Source: an optimization exercise on an open RTL-to-GDS flow (aim: small area, a short achievable clock period and few clock cycles per item). Production flows keep margins and buffers that such runs may drop.
At most, simulation tests tie the RTL to the original design; equivalence was not proved.
No activity file was given, so power comes from the tool's default toggle rates.

==> 06-28 <==
Design mmult, start of the top module:
module mmult(
    input clk,
    input reset_n,
    input enable,
    input [0:9*8-1] A_mat,
    input [0:9*8-1] B_mat,
    output valid,
    output reg [0:9*17-1] C_mat
);
==> flow/config.mk <==
export PLATFORM = sky130hd
export DESIGN_NAME = mmult
export DESIGN_NICKNAME = mmult
export VERILOG_FILES = /design/flow/design.v
export SDC_FILE = /design/flow/constraint.sdc
export NUM_CORES = 4
export LEC_CHECK = 0
export CAP_MARGIN = 20
export CORE_MARGIN = 2
export CORE_UTILIZATION = 40
export SLEW_MARGIN = 20
==> flow/constraint.sdc <==
create_clock -name core_clock -period 11.0 [get_ports {clk}]
set_input_delay 2.2000 -clock core_clock [delete_from_list [all_inputs] [get_ports {clk}]]
set_output_delay 2.2000 -clock core_clock [all_outputs]
set_load 0.01 [all_outputs]
standard.sh (not shown) runs the stock make flow with config.mk's settings and CLKGATE_MAP_FILE= SYNTH_SCRIPT=/design/flow/synth_recipe.tcl, a recipe that flattens the netlist after the stock synthesis.
==> flow/flow/run.sh <==
#!/bin/bash
# Standard layout, with these changes: Yosys's "abc -fast" pre-pass is skipped
# (so the full adders extract with clean polarity), the port buffers are the
# smallest plain buffer instead of the delay buffer buffer_ports picks, and
# timing repair aims for 6.6 ns of setup slack instead of 0.
export SYNTH_ARGS=-noabc
export BUFFER_PORTS_ARGS="-buffer_cell sky130_fd_sc_hd__buf_1"
export SETUP_SLACK_MARGIN=6.6
bash standard.sh > standard.log 2>&1
==> 01-07 (differences from 06-28) <==
--- a/flow/design.v
+++ b/flow/design.v
@@ -1625,11 +1625,11 @@
             B <= B_mat;
             cnt <= 2'd0;
             C_mat <= 153'd0;
         end else begin
             A <= {A[8:23], 8'd0, A[32:47], 8'd0, A[56:71], 8'd0};
-            B <= {B[24:71], 24'd0};
+            B[0:47] <= B[24:71];
             if (!valid) cnt <= cnt + 2'd1;
             C_mat <= {c00_s, c01_s, c02_s, c10_s, c11_s, c12_s, c20_s, c21_s, c22_s};
         end
     end
 endmodule
==> flow/flow/run.sh (replaced) <==
#!/bin/bash
# Standard layout, with these changes: Yosys's "abc -fast" pre-pass is skipped
# (so the full adders extract with clean polarity), the port buffers are the
# smallest plain buffer instead of the delay buffer buffer_ports picks, and
# timing repair aims for 6.5 ns of setup slack instead of 0.
export SYNTH_ARGS=-noabc
export BUFFER_PORTS_ARGS="-buffer_cell sky130_fd_sc_hd__buf_1"
export SETUP_SLACK_MARGIN=6.5
bash standard.sh > standard.log 2>&1
==> flow/config.mk (replaced) <==
export PLATFORM = sky130hd
export DESIGN_NAME = mmult
export DESIGN_NICKNAME = mmult
export VERILOG_FILES = /design/flow/design.v
export SDC_FILE = /design/flow/constraint.sdc
export NUM_CORES = 4
export LEC_CHECK = 0
export ABC_AREA = 1
export CAP_MARGIN = 20
export CORE_MARGIN = 2
export CORE_UTILIZATION = 40
export SLEW_MARGIN = 20
==> notes.md <==
01-07 passed the timing, DRC and antenna checks. 06-28 completed without violations. In flip-flop and latch count, 06-28 and 01-07 do not differ. Of 06-28 and 01-07, 01-07 has the higher area after synthesis (gap about 9%, measured against 01-07). In 01-07 the cell area is higher than in 06-28, by 8.2%. Against 06-28, the synthesized cell count of 01-07 is higher by about 47%. Between 06-28 and 01-07, the lower hold slack is in 01-07 (gap 0.0046 ns). Against 01-07, the routed wire length of 06-28 is smaller by about 4.5%. Between 06-28 and 01-07, the lower combinational power is in 06-28 (gap about 7.5%, measured against 01-07). Clock-buffer cell count is the same in 01-07 and 06-28. Against 06-28, the non-clock buffer count of 01-07 is higher by 2. Between 06-28 and 01-07, the lower final cell count is in 06-28 (gap 27%, measured against 01-07).
Testbench counts of 01-07, summed over its fixed seeds: cycles 2,048, items 512.
No functional check of the RTL was part of 06-28.

========
==> inputs of v11 <==
RTL: one of the versions met above, not the one the previous note started from.
==> flow/config.mk <==
export PLATFORM = sky130hd
export DESIGN_NAME = mmult
export DESIGN_NICKNAME = mmult
export VERILOG_FILES = /design/flow/design.v
export SDC_FILE = /design/flow/constraint.sdc
export NUM_CORES = 4
export LEC_CHECK = 0
export CAP_MARGIN = 20
export CORE_MARGIN = 2
export CORE_UTILIZATION = 40
export SLEW_MARGIN = 20
==> flow/constraint.sdc <==
create_clock -name core_clock -period 11.0 [get_ports {clk}]
set_input_delay 2.2000 -clock core_clock [delete_from_list [all_inputs] [get_ports {clk}]]
set_output_delay 2.2000 -clock core_clock [all_outputs]
set_load 0.01 [all_outputs]
==> flow/flow/run.sh <==
#!/bin/bash
# Standard layout, with two changes: Yosys's "abc -fast" pre-pass is skipped
# (so the full adders extract with clean polarity) and the port buffers are
# the smallest plain buffer instead of the delay buffer buffer_ports picks.
cp standard.sh standard_sh.txt
cp config.mk config_mk.txt
export SYNTH_ARGS=-noabc
export BUFFER_PORTS_ARGS="-buffer_cell sky130_fd_sc_hd__buf_1"
bash standard.sh > standard.log 2>&1
==> inputs of v23, as changes to v11 <==
==> flow/flow/run.sh (replaced) <==
#!/bin/bash
# Standard layout, with these changes: Yosys's "abc -fast" pre-pass is skipped
# (so the full adders extract with clean polarity), the port buffers are the
# smallest plain buffer instead of the delay buffer buffer_ports picks, and
# timing repair aims for 6.6 ns of setup slack instead of 0.
export SYNTH_ARGS=-noabc
export BUFFER_PORTS_ARGS="-buffer_cell sky130_fd_sc_hd__buf_1"
export SETUP_SLACK_MARGIN=6.6
bash standard.sh > standard.log 2>&1
==> inputs of v31, as changes to v11 <==
==> flow/flow/run.sh (replaced) <==
#!/bin/bash
# Standard layout, with these changes: Yosys's "abc -fast" pre-pass is skipped
# (so the full adders extract with clean polarity), the port buffers are the
# smallest plain buffer instead of the delay buffer buffer_ports picks, and
# timing repair aims for 6.5 ns of setup slack instead of 0.
export SYNTH_ARGS=-noabc
export BUFFER_PORTS_ARGS="-buffer_cell sky130_fd_sc_hd__buf_1"
export SETUP_SLACK_MARGIN=6.5
bash standard.sh > standard.log 2>&1
- CORE_UTILIZATION: 40 -> 60
==> inputs of v33, as changes to v11 <==
==> flow/flow/run.sh (replaced) <==
#!/bin/bash
# Standard layout, with these changes: Yosys's "abc -fast" pre-pass is skipped
# (so the full adders extract with clean polarity), the port buffers are the
# smallest plain buffer instead of the delay buffer buffer_ports picks, and
# timing repair aims for 7.5 ns of setup slack instead of 0,
# using only gate sizing and pin swaps.
export SYNTH_ARGS=-noabc
export BUFFER_PORTS_ARGS="-buffer_cell sky130_fd_sc_hd__buf_1"
export SETUP_SLACK_MARGIN=7.5
export SETUP_MOVE_SEQUENCE=unbuffer,sizeup,swap
bash standard.sh > standard.log 2>&1
==> notes.md <==
quantity                                                                v11            v31            v23            v33
Core Rows                                                                98             80             98             98
Critical path endpoint                                            C_mat[69]      C_mat[70]       C_mat[3]      C_mat[85]
Result of the run                          no timing/DRC/antenna violations  no timing/DRC/antenna violations  no timing/DRC/antenna violations  no timing/DRC/antenna violations
Non-Filler Instances                                                   4113           3763           4117           4094
Initial standard-cell utilization of the core                        0.4023         0.6040         0.4023         0.4023
GR met3 Demand/Resource                                             0.04237        0.06030        0.04237        0.04635
CTS Buf Count                                                            40             36             40             39
Endpoint of the worst-slack reg-to-reg timing path                C_mat[69]      C_mat[70]       C_mat[3]      C_mat[85]
Power after layout                                                  8446 uW        8460 uW        8552 uW       10730 uW
Total of cells resized after clock tree synthesis                         0             24             24            294
Met2 wirelength from detailed routing                              36420 um       36310 um       37010 um       39860 um
Power in sequential cells                                           1480 uW        1500 uW        1480 uW        1550 uW
Comb power                                                          5630 uW        5710 uW        5740 uW        7810 uW
Post-Route WL                                                      78250 um       75790 um       79060 um       83710 um
Tightest slew margin relative to the limit                           0.2808         0.3123         0.4978         0.5787
Cell area power density                                       263.9 nW/um^2  268.1 nW/um^2  264.8 nW/um^2  307.8 nW/um^2
Maximum number of pins on one net before global-route repair            104            118            104            136
Met2 Usage GRT                                                       0.3564         0.5184         0.3575         0.3805
Testbench counts of v11, summed over its fixed seeds: cycles 2,048, items 512.
Testbench counts of v23, summed over its fixed seeds: cycles 2,048, items 512.
Testbench counts of v31, summed over its fixed seeds: cycles 2,048, items 512.
Testbench counts of v33, summed over its fixed seeds: cycles 2,048, items 512.

==> afterwards: timing with drivers on the ports <==
The flow's constraints put no driver on any port. The routed layouts listed below were extracted and timed again, unchanged, in two steps.
Step 1: set_driving_cell puts a clkbuf_16 on clk and a buf_2 on each other input, an assumption about the parent block.
Step 2, shift: input delay + t, output delay - t, t = (earliest + latest rising clock arrival at the registers) / 2. This alone moves slack from input paths to output paths.
Slacks: no drivers / after step 1 / after step 2; pairs: no drivers / after step 1.
run	shift t [ns]	setup WS [ns]	latest minus earliest clock arrival (ns)	worst slew at a driven data input, ns	pins driven straight from the clock port
06-28	0.625	6.717 / 6.717 / 6.342	0.029 / 0.029	0.10	1
01-07	0.655	6.820 / 6.820 / 6.356	0.047 / 0.047	0.10	1
v11	0.641	6.092 / 6.092 / 6.015	0.029 / 0.029	0.07	1
v23	0.641	6.753 / 6.753 / 6.264	0.030 / 0.030	0.07	1
v31	0.624	6.674 / 6.674 / 6.248	0.020 / 0.020	0.06	1
v33	0.653	6.861 / 6.861 / 6.766	0.040 / 0.041	0.09	1
After both steps setup and hold are still met in every run listed. For v23, which loses most, drivers alone change the setup slack by 0.000 ns; drivers and shift together by -0.489 ns.
